This is an optimization exercise on Yosys and OpenROAD, whose aim is small area, a short achievable clock period and few clock cycles, not a production implementation.

Setup of wip/raven:
==> flow/design.v (excerpt) <==
module Cfu (
  input               cmd_valid,
  output              cmd_ready,
  input      [9:0]    cmd_payload_function_id,
  input      [31:0]   cmd_payload_inputs_0,
  input      [31:0]   cmd_payload_inputs_1,
  output              rsp_valid,
  input               rsp_ready,
  output     [31:0]   rsp_payload_outputs_0,
  input               reset,
  input               clk
);
Size in the first run: ~990 cells after synthesis, roughly 46 flip-flops, about 110 I/O pins, about 0.0098 sq mm of cells after synthesis.
Settings: LEC_CHECK=0, CAP_MARGIN=20, CORE_MARGIN=2, CORE_UTILIZATION=40, CTS_BUF_LIST=sky130_fd_sc_hd__clkbuf_4 sky130_fd_sc_hd__clkbuf_8, CTS_CLUSTER_DIAMETER=300, CTS_CLUSTER_SIZE=50, SETUP_SLACK_MARGIN=1.5, SLEW_MARGIN=20, SYNTH_HIERARCHICAL=1, SYNTH_MINIMUM_KEEP_SIZE=0; clock period 13.5 ns.
standard.sh (not shown) runs the stock make flow with config.mk's settings and CLKGATE_MAP_FILE= SYNTH_SCRIPT=/design/flow/synth_recipe.tcl, a recipe that flattens the netlist after the stock synthesis.
==> flow/flow/run.sh <==
#!/bin/bash
# Standard layout, with the port buffers made from sky130_fd_sc_hd__buf_2 cells instead of
# the delay cells the flow picks by default.  make's output goes to
# standard.log; each tool's own log is under orfs/logs/.
set -euo pipefail
export BUFFER_PORTS_ARGS="-buffer_cell sky130_fd_sc_hd__buf_2"
bash standard.sh > standard.log 2>&1
Looking at the reports, wip/raven completed the entire flow and the layout it produced met the timing, DRC and antenna checks.
Edits applied to the flow inputs when going from wip/raven to wip/maple:
- swapping 50 for 30 in CTS_CLUSTER_SIZE
- clearing CTS_CLUSTER_DIAMETER, which used to be 300
- swapping sky130_fd_sc_hd__clkbuf_4 sky130_fd_sc_hd__clkbuf_8 for sky130_fd_sc_hd__clkbuf_2 sky130_fd_sc_hd__clkbuf_4 sky130_fd_sc_hd__clkbuf_8 in CTS_BUF_LIST
==> comparison <==
wip/maple -> wip/raven: final setup TNS delta 0, exact match
Diff wip/raven..wip/maple | total congestion overflow after global routing | unchanged
wip/raven -> wip/maple: detail-routed via count per cell delta 0, exact match
wip/maple went all the way through synthesis, placement and routing and the layout is clean on timing, DRC and antenna.
Diff wip/maple..wip/raven | share of synthesized area occupied by flip-flops and latches | negligible
As far as period utilization goes, wip/maple and wip/raven are indistinguishable; the numbers are identical.
Reported for wip/maple and wip/raven, biggest fanout along the worst timing path turned out identical to the last digit.
As far as global router's overall resource usage goes, wip/maple and wip/raven are indistinguishable; the numbers are identical.
Setup changes, wip/maple to wip/cedar
- clearing CTS_CLUSTER_SIZE, which used to be 30
- clearing CTS_BUF_LIST, which used to be sky130_fd_sc_hd__clkbuf_2 sky130_fd_sc_hd__clkbuf_4 sky130_fd_sc_hd__clkbuf_8
[summary]
Status: share of the clock period used by the worst path parity (wip/cedar, wip/maple)
On wire length reported by the detailed router: wip/cedar sits above wip/maple.
Compared wip/maple against wip/cedar; fraction of cell area in non-clock buffers within noise.
The worst endpoint data arrival time of wip/maple and that of wip/cedar are within noise of each other.
Diff wip/maple..wip/cedar | die area | unchanged
Function was not checked in any run of this note: the RTL went through the layout flow alone.

========
Another version of the RTL of Cfu (not shown whole).
Size: roughly 1200 cells after synthesis, roughly 110 I/O pins.
clock: 13.5 ns
lec_check: 0
cap_margin: 20
core_margin: 2
core_utilization: 40
setup_slack_margin: 1.5
slew_margin: 20
synth_hierarchical: 1
synth_minimum_keep_size: 0
run.sh (not shown) runs the stock make flow with config.mk's settings and CLKGATE_MAP_FILE= SYNTH_SCRIPT=/design/flow/synth_recipe.tcl, a recipe that flattens the netlist after the stock synthesis.
Stock flow here: none of the scripts above is used.
The starting point ran to the end with no violations.
Rerun with:
==> flow/flow/run.sh (new file) <==
#!/bin/bash
# Standard layout, with the port buffers made from sky130_fd_sc_hd__buf_2 cells instead of
# the delay cells the flow picks by default.  make's output goes to
# standard.log; each tool's own log is under orfs/logs/.
set -euo pipefail
export BUFFER_PORTS_ARGS="-buffer_cell sky130_fd_sc_hd__buf_2"
bash standard.sh > standard.log 2>&1
==> flow/standard.sh (new file) <==
#!/bin/bash
# synth_recipe.tcl (not shown) runs the flow's synth.tcl, then flattens the netlist and writes it again
# the make line also repeats each setting of config.mk as NAME=value (left out here)
make -C /OpenROAD-flow-scripts/flow DESIGN_CONFIG=/design/flow/config.mk WORK_HOME=/design/flow/orfs CLKGATE_MAP_FILE= SYNTH_SCRIPT=/design/flow/synth_recipe.tcl "${@:-finish}"
SETUP_SLACK_MARGIN = 2.5   (was 1.5)
removed: flow/run.sh
Effect:
- The new run passed the timing, DRC and antenna checks
- wire length climbs by a few percent
- final cell count climbs by a few percent
- worst setup slack gains 0.47 ns
- critical path depth goes down by 2
- utilization increases by 5.5 points
- final area went up by roughly a tenth
Rerun with:
SETUP_SLACK_MARGIN = 1.5   (was 2.5)
=> Hold slack hardly moves. Count of clock-buffer cells in the layout drops by 1. Non-clock buffer count is lower by 49. Utilization goes down by 7.4 points. Routed wire length drops by a few percent.
No run of this note included a check of the RTL's function; only the layout flow was run.

## separate check: timing with driven ports
The flow's constraints put no driver on any port. The routed layouts listed below were extracted and timed again, unchanged, in two steps. Step 1, drivers: a clkbuf_16 drives clk and a buf_2 each remaining input, both assumed. Step 2 also shifts input and output timing later by t, the mid clock arrival at the registers, as if the neighbouring blocks saw the same clock. Slacks: ideal ports / drivers / drivers and shift; pairs: ideal ports / drivers.
run | t, ns | setup WS [ns] | slew at the worst register clock pin (ns) | worst data-port slew with drivers (ns) | cell pins on the clock port's net
wip/raven | 0.331 | 1.868 / 1.844 / 1.844 | 0.10 / 0.10 | 0.03 | 1
wip/maple | 0.331 | 1.868 / 1.844 / 1.844 | 0.10 / 0.10 | 0.03 | 1
wip/cedar | 0.319 | 1.867 / 1.843 / 1.843 | 0.07 / 0.07 | 0.03 | 1
the first run of note 2 | 0.329 | 1.742 / 1.722 / 1.722 | 0.08 / 0.08 | 0.04 | 1
the second run of note 2 | 0.330 | 2.213 / 2.156 / 2.156 | 0.07 / 0.07 | 0.07 | 1
the third run of note 2 | 0.331 | 1.740 / 1.715 / 1.715 | 0.07 / 0.07 | 0.03 | 1
After both steps setup and hold are still met in every run listed. The setup slack of the second run of note 2, which loses most, moves by -0.057 ns with the drivers and by -0.057 ns with both steps.
